From an optimization exercise on the open Yosys and OpenROAD flow, aimed at small area; shortcuts taken in it are not production practice. The RTL was checked by simulation tests, not by an equivalence proof against the original design. No activity file was given, so power comes from the tool's default toggle rates.

$ cat run.sh
#!/bin/bash
# synth_recipe.tcl (not shown) runs the flow's synth.tcl, then flattens the netlist and writes it again
# the make line also repeats each setting of config.mk as NAME=value (left out here)
make -C /OpenROAD-flow-scripts/flow DESIGN_CONFIG=/design/flow/config.mk WORK_HOME=/design/flow/orfs CLKGATE_MAP_FILE= SYNTH_SCRIPT=/design/flow/synth_recipe.tcl finish
$ cat config.mk
export PLATFORM = sky130hd
export DESIGN_NAME = water_detection
export DESIGN_NICKNAME = water_detection
export VERILOG_FILES = /design/flow/design.v
export SDC_FILE = /design/flow/constraint.sdc
export NUM_CORES = 4
export LEC_CHECK = 0
export CAP_MARGIN = 20
export CORE_MARGIN = 2
export CORE_UTILIZATION = 40
export SLEW_MARGIN = 20
$ cat constraint.sdc
create_clock -name core_clock -period 10.0 [get_ports {clk}]
set_input_delay 2.0000 -clock core_clock [delete_from_list [all_inputs] [get_ports {clk}]]
set_output_delay 2.0000 -clock core_clock [all_outputs]
set_load 0.01 [all_outputs]
$ cat design.v
module div_clk #(
    parameter DIVISOR = 100
)(
    input wire clk_in,
    input wire rst,          
    output reg clk_out       
);
    reg [9:0] counter;
    always @(posedge clk_in) begin
        if (rst) begin
            counter <= 0;
            clk_out <= 0;
        end else begin
            if (counter == (DIVISOR/2 - 1)) begin
                clk_out <= ~clk_out;
                counter <= 0;
            end else begin
                counter <= counter + 1;
            end
        end
    end
endmodule
module debounce(
    input clk,
    input rst,
    input key,
    output reg key_pulse,
    output key_rise
);
    reg [3:0] cnt;
    reg flag ;
    reg key_pulse_d;
always @(posedge clk) begin
    if (rst) begin
        cnt <= 4'b0000;
        key_pulse <= 1'b0;
        flag <= 1'b0;
    end else if (key) begin
        if (cnt == 4'b1111 && flag == 1'b0 ) begin
            key_pulse <= 1'b1;
            flag <= 1'b1;
            cnt <= 4'b0000;
        end else if (cnt != 4'b1111) begin
            cnt <= cnt + 4'b0001;
            key_pulse <= 1'b0;
        end else begin
            key_pulse <= 1'b0;
            flag <= 1'b1;
        end
    end else begin
        flag <= 1'b0;
    end
end
always @(posedge clk) begin
    if (rst)
        key_pulse_d <= 1'b0;
    else
        key_pulse_d <= key_pulse;
end
assign key_rise = key_pulse & ~key_pulse_d;
endmodule
module key_input(
    input wire clk,
    input wire rst,
    input wire [3:0] row,
    output reg [3:0] col,
    output reg [3:0] key  
);
    reg [3:0] key_unconfirmed;
    reg [31:0] counter;
    reg [3:0] key_pre;
always @(posedge clk) begin
    if (rst)
        col <= 4'b1110;
    else
        col <= {col[2:0],col[3]};
end
always @(posedge clk) begin
    if (rst) begin
        key_unconfirmed <= 4'b1111;
    end else begin
    case(row)
        4'b1110: begin
            case(col)
                4'b1110: key_unconfirmed <= 4'b0000;
                4'b1101: key_unconfirmed <= 4'b0001;
                4'b1011: key_unconfirmed <= 4'b0010;
                4'b0111: key_unconfirmed <= 4'b0011;
            endcase
        end
        4'b1101: begin
            case(col)
                4'b1110: key_unconfirmed <= 4'b0100;
                4'b1101: key_unconfirmed <= 4'b0101;
                4'b1011: key_unconfirmed <= 4'b0110;
                4'b0111: key_unconfirmed <= 4'b0111;
            endcase
        end
        4'b1011: begin
            case(col)
                4'b1110: key_unconfirmed <= 4'b1000;
                4'b1101: key_unconfirmed <= 4'b1001;
                4'b1011: key_unconfirmed <= 4'b1010;
                4'b0111: key_unconfirmed <= 4'b1011;
            endcase
        end
        4'b0111: begin
            case(col)
                4'b1110: key_unconfirmed <= 4'b1100;
                4'b1101: key_unconfirmed <= 4'b1101;
                4'b1011: key_unconfirmed <= 4'b1110;
                4'b0111: key_unconfirmed <= 4'b1111;
            endcase
        end
        default: key_unconfirmed <= 4'b1111;
    endcase
    end
end
always @(posedge clk) begin
    if (rst) begin
        counter <= 0;
        key_pre <= 4'b1111;
        key <= 4'b1111;
    end else if (key_unconfirmed != 4'b1111) begin
        if (key_pre == key_unconfirmed) begin
            if (counter == 60) begin
                key <= key_unconfirmed;
                counter <= 0;
            end else begin
                counter <= counter + 1;
            end
        end else begin
            counter <= 0;
            key_pre <= key_unconfirmed;
        end
    end else begin
        key <= 4'b1111;
    end
end
endmodule
module kv_map(
    input [3:0] key,
    output reg [3:0] value   
);
always @(*) begin
    case(key)
        4'b0000: value = 4'b0000;  
        4'b1100: value = 4'b0001;  
        4'b1101: value = 4'b0010;  
        4'b1110: value = 4'b0011;  
        4'b1000: value = 4'b0100;  
        4'b1001: value = 4'b0101;  
        4'b1010: value = 4'b0110;  
        4'b0100: value = 4'b0111;  
        4'b0101: value = 4'b1000;  
        4'b0110: value = 4'b1001;  
        4'b0001: value = 4'b1010;  
        4'b0010: value = 4'b1011;  
        default: value = 4'b1111;
    endcase
end
endmodule
module select_disp (     
    input wire clk,
    input wire rst,        
    output reg [3:0] out
);
always @(posedge clk) begin
    if (rst) begin
        out <= 4'b0111;
    end else begin
        out <= {out[2:0], out[3]};  
    end
end
endmodule
module segment7(
	input [3:0] num,
    input dp_in,
	output reg [6:0] seg7,
    output reg dp
);
	always @(num) begin
		case(num)
			4'b0000:seg7=7'b1111110;
			4'b0001:seg7=7'b0110000;
			4'b0010:seg7=7'b1101101;
			4'b0011:seg7=7'b1111001;
			4'b0100:seg7=7'b0110011;
			4'b0101:seg7=7'b1011011;
			4'b0110:seg7=7'b1011111;
			4'b0111:seg7=7'b1110000;
			4'b1000:seg7=7'b1111111;
			4'b1001:seg7=7'b1111011;
			default:seg7=7'b0000001;
		endcase
	end
    always @(dp_in) begin
        dp = dp_in;
    end
endmodule
module led_disp(
    input clk,
    input rst,
    input [3:0] key,
    output [7:0] select,
    output [6:0] segment7x,
    output [7:0] number_out,
    output dp,
    input [1:0] Anime_state,
    input [2:0] state
);
    reg [3:0] num;
    reg [11:0] number;
    reg dp_in;
    wire [3:0] select_n;
    always @(posedge clk) begin
        if (rst) begin
            number <= 12'hfff;
        end else if (key != 4'b1111) begin
            if (key == 4'b1011) begin
                number <= 12'hfff;
            end else begin
                number <= {number[7:0],key};
            end
        end
    end
    select_disp slct(
        .clk(clk),
        .rst(rst),
        .out(select_n)
    );
    segment7 decoder(
        .dp_in(dp_in),
        .num(num),
        .seg7(segment7x),
        .dp(dp)
    );
    assign number_out = number[11:4];
    assign select = {select_n[3],4'b1111,select_n[2:0]};
    always @(*) begin
        case(select_n)
        4'b1110:begin
            num = number[3:0];
            dp_in = 1'b0;
        end
        4'b1101:begin
            num = number[7:4];
            dp_in = 1'b1;
        end
        4'b1011:begin
            num = number[11:8];
            dp_in = 1'b0;
        end
        4'b0111:begin
            if (state == 3'b111) begin
                case(Anime_state)
                2'b00:begin num = 4'b0001; dp_in = 1'b0;end
                2'b01:begin num = 4'b0010; dp_in = 1'b0;end
                2'b10:begin num = 4'b0011; dp_in = 1'b0;end
                default:begin num = 4'b1111; dp_in = 1'b0;end
                endcase
            end else begin
                num = 4'b1111;
                dp_in = 1'b0;
            end
        end
        default: begin num = 4'b1111; dp_in = 1'b0;end
        endcase
    end
endmodule
module controller(
    input wire clk,
    input wire rst,
    input [7:0] number,
    input wire btn0,
    output reg [2:0] state
);
    wire key;
    reg [6:0] integer_value;
    reg mode;  
    debounce dbs (
        .clk(clk),
        .rst(rst),
        .key(btn0),
        .key_pulse(),
        .key_rise(key)
    );
    always @(posedge clk) begin
        if (rst)
            mode <= 1'b0;
        else if (key)
            mode <= ~mode;
    end
    always @(*) begin
        integer_value = number[7:4] * 10 + number[3:0];
        if (mode && integer_value >= 14) begin
            state = 3'b111;
        end else begin
            if (integer_value < 6) begin
                state = 3'b000;
            end else if (integer_value < 8) begin
                state = 3'b001;
            end else if (integer_value < 10) begin
                state = 3'b010;
            end else if (integer_value < 12) begin
                state = 3'b011;
            end else if (integer_value < 13) begin
                state = 3'b100;
            end else if (integer_value < 14) begin
                state = 3'b101;
            end else begin
                state = 3'b110;
            end
        end
    end
endmodule
module digi_screen
(
    input wire clk,
    input wire rst,
    input [63:0] PICTURE_G,  
    input [63:0] PICTURE_R,  
    output reg [7:0] row,
    output reg [7:0] col_r,
    output reg [7:0] col_g
);
    always@(posedge clk) begin  
        if (rst)
            row <= 8'b0111_1111;
        else
            row <= {row[6:0], row[7]};
    end
    always@(posedge clk) begin  
        if (rst) begin
            col_r <= 8'h00;
            col_g <= 8'h00;
        end else begin
        case(row)
        8'b1111_1110: begin
            col_r <= PICTURE_R[15:8];
            col_g <= PICTURE_G[15:8];
        end
        8'b1111_1101: begin
            col_r <= PICTURE_R[23:16];
            col_g <= PICTURE_G[23:16];
        end
        8'b1111_1011: begin
            col_r <= PICTURE_R[31:24];
            col_g <= PICTURE_G[31:24];
        end
        8'b1111_0111: begin
            col_r <= PICTURE_R[39:32];
            col_g <= PICTURE_G[39:32];
        end
        8'b1110_1111: begin
            col_r <= PICTURE_R[47:40];
            col_g <= PICTURE_G[47:40];
        end
        8'b1101_1111: begin
            col_r <= PICTURE_R[55:48];
            col_g <= PICTURE_G[55:48];
        end
        8'b1011_1111: begin
            col_r <= PICTURE_R[63:56];
            col_g <= PICTURE_G[63:56];
        end
        8'b0111_1111: begin
            col_r <= PICTURE_R[7:0];
            col_g <= PICTURE_G[7:0];
        end
        default: begin
            col_r <= 8'h00;
            col_g <= 8'h00;
        end
        endcase
        end
    end
endmodule
module led_matrix( 
    input clk,
    input rst,
    input [2:0] state,
    input btn7,
    output [7:0] red_led,
    output [7:0] green_led,
    output [7:0] row,
    output reg beeper,
    output reg [1:0] Anime_state
);
    wire clk_div_r2;
    wire clk_low;
    wire clk_middle;
    wire clk_high;
    wire key_pulse;
    div_clk #(
        .DIVISOR(1000)
    )
    div_clk_low (
        .clk_in(clk),
        .rst(rst),
        .clk_out(clk_low)
    );
    debounce dbsa(
        .clk(clk),
        .rst(rst),
        .key(btn7),
        .key_pulse(),
        .key_rise(key_pulse)
    );
    div_clk #(
        .DIVISOR(500)
    )
    div_clk_mid (
        .clk_in(clk),
        .rst(rst),
        .clk_out(clk_middle)
    );
    div_clk #(
        .DIVISOR(250)
    )
    div_clk_high (
        .clk_in(clk),
        .rst(rst),
        .clk_out(clk_high)
    );
    div_clk #(
        .DIVISOR(500)
    ) div_clk_2Hz (
        .clk_in(clk),
        .rst(rst),
        .clk_out(clk_div_r2)
    );
    reg [63:0] r_led;
    reg [63:0] g_led;
    always@(posedge clk) begin
        if (rst)
            Anime_state <= 2'b00;
        else if (key_pulse) begin
            if (Anime_state == 2'b10)
                Anime_state <= 2'b00;
            else
                Anime_state <= Anime_state + 1;
        end
    end
    digi_screen digi_screen_red (
        .PICTURE_G(g_led),
        .PICTURE_R(r_led),
        .clk(clk),
        .rst(rst),
        .row(row),
        .col_r(red_led),
        .col_g(green_led)
    );
    always@(posedge clk)begin
        if (rst) begin
            g_led <= 64'h0; r_led <= 64'h0; beeper <= 1'b0;
        end else
        case(state)
            3'b000:begin g_led <=64'hffff000000000000;r_led <= 64'h0000000000000000; beeper <= 1'b0;end
            3'b001:begin g_led <=64'hffffff0000000000;r_led <= 64'hffffff0000000000; beeper <= 1'b1;end
            3'b010:begin g_led <=64'hffffffff00000000;r_led <= 64'hffffffff00000000; beeper <= 1'b1;end
            3'b011:begin g_led <=64'hffffffffff000000;r_led <= 64'hffffffffff000000; beeper <= 1'b1;end
            3'b100:begin g_led <=64'h0000000000000000;r_led <= 64'hffffffffffff0000; beeper <= 1'b1;end
            3'b101:begin g_led <=64'h0000000000000000;r_led <= 64'hffffffffffffff00; beeper <= 1'b1;end
            3'b110:begin 
                case(clk_div_r2)
                1'b0:begin g_led <=64'h0000000000000000;r_led <= 64'h0000000000000000; end
                1'b1:begin g_led <=64'h0000000000000000;r_led <= 64'hffffffffffffffff; end
                endcase
                beeper <= 1'b1;
                end
            3'b111:begin
                case(Anime_state)
                2'b00:begin 
                case(clk_low)
                    1'b0:begin g_led <=64'h0000000000000000;r_led <= 64'ha4e4ffe4e4bf1e3f; end
                    1'b1:begin g_led <=64'h0000000000000000;r_led <= 64'hb1eae4eaf1bf1e3f; end
                endcase
                beeper <= 1'b1;
                end
                2'b01:begin
                case(clk_middle)
                    1'b0:begin g_led <=64'h0000000000000000;r_led <= 64'ha4e4ffe4e4bf1e3f; end
                    1'b1:begin g_led <=64'h0000000000000000;r_led <= 64'hb1eae4eaf1bf1e3f; end
                endcase
                beeper <= 1'b1;
                end
                2'b10:begin
                case(clk_high)
                    1'b0:begin g_led <=64'h0000000000000000;r_led <= 64'ha4e4ffe4e4bf1e3f; end
                    1'b1:begin g_led <=64'h0000000000000000;r_led <= 64'hb1eae4eaf1bf1e3f; end
                endcase
                beeper <= 1'b1;
                end
                endcase
             end
        endcase
    end          
endmodule
module beep(
    input clk,
    input rst,
    input beep_en,
    input [2:0] state,
    output beep_out
);
wire beep_out_state0,beep_out_state1,beep_out_state2,beep_out_state3,beep_out_state4,beep_out_state5;
div_clk #(.DIVISOR(12)) div_clk_beep1 (.clk_in(clk),.rst(rst),.clk_out(beep_out_state0));
div_clk #(.DIVISOR(10)) div_clk_beep2 (.clk_in(clk),.rst(rst),.clk_out(beep_out_state1));
div_clk #(.DIVISOR(8)) div_clk_beep3 (.clk_in(clk),.rst(rst),.clk_out(beep_out_state2));
div_clk #(.DIVISOR(6)) div_clk_beep4 (.clk_in(clk),.rst(rst),.clk_out(beep_out_state3));
div_clk #(.DIVISOR(4)) div_clk_beep5 (.clk_in(clk),.rst(rst),.clk_out(beep_out_state4));
div_clk #(.DIVISOR(2)) div_clk_beep6 (.clk_in(clk),.rst(rst),.clk_out(beep_out_state5));
assign beep_out = (state == 3'b000) ? 1'b0 :
                  (state == 3'b001) ? beep_out_state0 :
                  (state == 3'b010) ? beep_out_state1 :
                  (state == 3'b011) ? beep_out_state2 :
                  (state == 3'b100) ? beep_out_state3 :
                  (state == 3'b101) ? beep_out_state4 :
                  (state == 3'b110) ? beep_out_state5 :
                  (state == 3'b111) ? beep_out_state5 :
                  1'b0;
endmodule
module water_detection(
    input wire clk,
    input wire rst,
    input btn7,
    input btn0,
    input [3:0] row_in,
    output [3:0] col,
    output [6:0] segment7,
    output [7:0] row,
    output [7:0] green_led,
    output [7:0] red_led,
    output [7:0] select,
    output beep,
	output dp
);
    wire [3:0] key;
    wire [3:0] value;
    wire [7:0] number;
    wire [2:0] state;
    wire [1:0] Anime_state;
    wire beeper;
key_input key_input1(
    .clk(clk),
    .rst(rst),
    .row(row_in),
    .col(col),
    .key(key)
);
kv_map kv_map1(
    .key(key),
    .value(value)
);
led_disp led_disp1(
    .clk(clk),
    .rst(rst),
    .key(value),
    .select(select),
    .segment7x(segment7),
    .number_out(number),
	.dp(dp),
    .Anime_state(Anime_state),
    .state(state)
);
controller controller1(
    .clk(clk),
    .rst(rst),
    .number(number),
    .btn0(btn0),
    .state(state)
);
led_matrix led_matrix1(
    .clk(clk),
    .rst(rst),
    .state(state),
    .btn7(btn7),
    .red_led(red_led),
    .green_led(green_led),
    .row(row),
    .beeper(beeper),
    .Anime_state(Anime_state)
);
beep beep1(
    .clk(clk),
    .rst(rst),
    .beep_en(beeper),
    .state(state),
    .beep_out(beep)
);
endmodule
==> summary.txt <==
-- logic make-up after synthesis --
group / after synthesis / synth area share [%]
simple gates: 553 / 25.3
flops: 233 / 42.6
compound gates: 188 / 11.3
xor+xnor: 127 / 10.2
buf+inv: 108 / 4.26
fa+ha+maj: 47 / 5.50
mux: 10 / 0.914
other cells: 1 / 0.0342
-- power by group --
part | leakage [uW] | switching (uW) | internal (uW) | total [uW]
registers | 0.00189 | 24.5 | 950 | 974
clock network | 0.000393 | 367 | 528 | 895
logic | 0.00230 | 70.3 | 49.7 | 120
-- per-layer routing --
layer  GRT usage (%)  up-vias  share of wire, %
met5               0        -                 0
met4            3.86        0               1.6
met3            2.43       28               4.3
met2            23.5      138                42
met1            21.8     3842                52
li1                -     4402                 -
-- stage by stage --
| stage | total power, uW | util (%) | hold WS [ns] | setup slack, ns |
|---|---|---|---|---|
| after floorplan | 1080 | - | 0.418 | 4.67 |
| after global placement | 1110 | 43.2 | 0.429 | 3.73 |
| after detailed placement | 1120 | 43.2 | 0.442 | 3.69 |
| after CTS | 2020 | 46.1 | 0.452 | 3.10 |
| after global routing | 2070 | 46.1 | 0.468 | 2.72 |
| final | 1990 | 46.1 | 0.449 | 3.11 |
-- layout make-up --
cell class / instances / area [um2] / area share [%]
Clock buffer: 39 / 771 / 6.20
Clock inverter: 5 / 31.3 / 0.252
Inverter: 54 / 203 / 1.63
Multi-Input combinational cell: 929 / 5840 / 46.9
Sequential cell: 233 / 4660 / 37.5
Tap cell: 341 / 427 / 3.43
Timing Repair Buffer: 51 / 500 / 4.03
-- worst register-to-register path, delay by kind of cell, from the launching register on --
family,cells,cell delay (ns)
fa+ha+maj,3,0.86
compound gates,2,0.83
simple gates,3,0.54
flops,1,0.43
buf+inv,1,0.24
xor+xnor,1,0.19
-- cell usage in the layout (no fill, tap or decap), drive strengths merged, types with 5 or more instances in the layout --
cell type	netlist	final
a211oi	11	11
a21o	7	7
a21oi	52	52
a221oi	5	5
a31oi	13	13
and2	7	7
and3	16	16
and4	10	10
clkbuf	38	39
clkdlybuf4s50	0	47
dfxtp	233	233
ha	45	45
inv	54	55
mux2i	10	10
nand2	71	71
nand2b	28	28
nand3	83	83
nand3b	10	10
nand4	20	20
nand4b	5	5
nor2	205	205
nor2b	17	17
nor3	16	16
nor3b	11	11
nor4	16	16
o211ai	10	10
o21ai	45	45
or2	15	15
or3	14	14
xnor2	58	58
xor2	69	69
-- final timing paths --
| path | startpoint | end |
|---|---|---|
| min | led_matrix1.div_clk_low.counter[0]$_SDFF_PP0_ | led_matrix1.div_clk_low.counter[0]$_SDFF_PP0_ |
| max reg2reg | led_disp1.number[9]$_SDFFE_PP1P_ | led_matrix1.g_led[62]$_SDFFE_PP0P_ |
| min reg2reg | led_matrix1.div_clk_low.counter[0]$_SDFF_PP0_ | led_matrix1.div_clk_low.counter[0]$_SDFF_PP0_ |
| max | led_disp1.number[9]$_SDFFE_PP1P_ | segment7[4] |
==> summary.txt <==
layout cells sized above 1=under 10%; crit-path max FO=7; CTS clk-pin slew, worst paths=around 0.060 ns; first-pass GRT wire length=~37,000 um; Post-Place Cells=about 1,600; count leader, synth=dfxtp_1; Tightest Hold Check Type=reg2reg; Initial DRT Pass Iterations=5; power density cells=160 nW/um2; Worst R2R Path Depth=10; Hold Fails Final Rpt=0; largest stage delay on the critical path=just over 0.6 ns; number of synthesized flops with an enable pin=0; top cells by area, synth=dfxtp_1, nor2_1, xor2_1; Synth Warn #=18; Vias=around 8,400; placed cell areas=between 10,000 and 15,000 um2; Synth area leader=dfxtp_1; Setup Skew=between 0.015 and 0.02 ns; vias in the first global route=around 7,800; post-synthesis instance total=~1,300; commonest cells in the synthesized netlist=dfxtp_1, nor2_1, nand3_1; DRC=0; P&R area growth vs syn=13.5%; Detailed Route WL=21,600 um; post-CTS resize count=0; worst skew pair latency=between 0.5 and 0.6 ns; Synth top area share=between 40% and 50%; cts bufs inserted=27; boundary pin count=53; CP delay by family, top=compound AO/OA/AOI/OAI gates; fin area=12,400 um2; Antenna Cells=0; H-tree depth=1; outcome=finished clean; DR WL/cell=roughly 13 um; Data arrival, critical path=between 4 and 5 ns; mean post-synth cell area=slightly below 9 um2; synth unique cells=a little under 70; antenna violations before repair=0; Slew HR=between 30% and 40%; port bufs=48; Max-cap violations=0; # setup viols final=0; fin crit period=6.89 ns; CTS tree=done; Starting Density=between 40% and 50%; Largest register FFs=32; sequential fraction of the synthesis area=between 40% and 50%; Root Driver=clkbuf_16; critical path cell sequence=ha_1 > ha_1 > fa_1 > xor2_1 > or3_1 > o31ai_1 > nor3b_1 > o21ai_0 > inv_1 > ha_1 > a21o_1 > a21oi_1 > clkdlybuf4s50_1; GPL Wtd Cong=between 0.7 and 0.8; RSZ-0062 raised after global routing=false; num rows=60; register bit total from synthesis=~230; post-CTS setup buffers=0; Fmax=around 0.15 GHz; slew at the pin closest to its max-slew limit=between 1 and 1.5 ns; Global Route Usage Sum=between 15 and 20%; Crit path buffers/inverters=2; critical path launch point type=register; Max Transition Viols Final=0; Detailed Place HPWL=roughly 15,000 um; number of fill cells in the layout=~2,600; post-route ant nets=0; Critical-path top delay cell=o31ai_1; via/cell ratio=between 5 and 6; main flop type after synthesis=dfxtp_1; core area=about 27,000 um2; share of flip-flops with an asynchronous set or reset=0%; Starting DRT DRC Count=roughly 540; hold-fix buffers at CTS=0; fin cells=approximately 1,700; Fin Setup TNS=0 ns; Reg2Reg Setup Slack=~6.8 ns; endpoint class of the critical path=primary output; Worst path most repeated cell=ha_1; Max clock buf depth=3; WS Path Type=reg2out; crit share post-route=between 60% and 70%; Final nets=about 1,400; Hold Crit Depth=1; biggest regs=key_input1.counter (32), led_matrix1.r_led (18), led_disp1.number (12); Post-Syn Area=11,000 um2; CTS sink count=between 200 and 250; die width=169 um; P_leak=0.00458 uW; chip height=169 um; critical path data required time=around 8 ns; die area=between 20,000 and 30,000 um2; stages on the worst setup path=13; Largest Register=key_input1.counter; maximum vdd ir drop=between 0.0001 and 0.00015 V; pin count of the biggest net entering global routing=71; grt ovf=0

## static timing again, ports no longer ideal
How much do the figures lean on ideal ports? The routed layout below was timed once more, with nothing changed but the port constraints.
Step 1, drivers: a clkbuf_16 drives clk and a buf_2 each remaining input, both assumed.
Step 2 also shifts input and output timing later by t, the mid clock arrival at the registers, as if the neighbouring blocks saw the same clock.
a / b / c = ideal ports / drivers / drivers and shift; a / b = the first two.
t (ns): 0.574
setup WS [ns]: 3.108 / 3.062 / 3.636
worst setup path at the end: register to output
worst register clock-pin slew, ns: 0.06 / 0.06
pins driven straight from the clock port: 1
After both steps this run still meets setup and hold. The setup slack of this run moves by -0.046 ns with the drivers and by +0.528 ns with both steps.
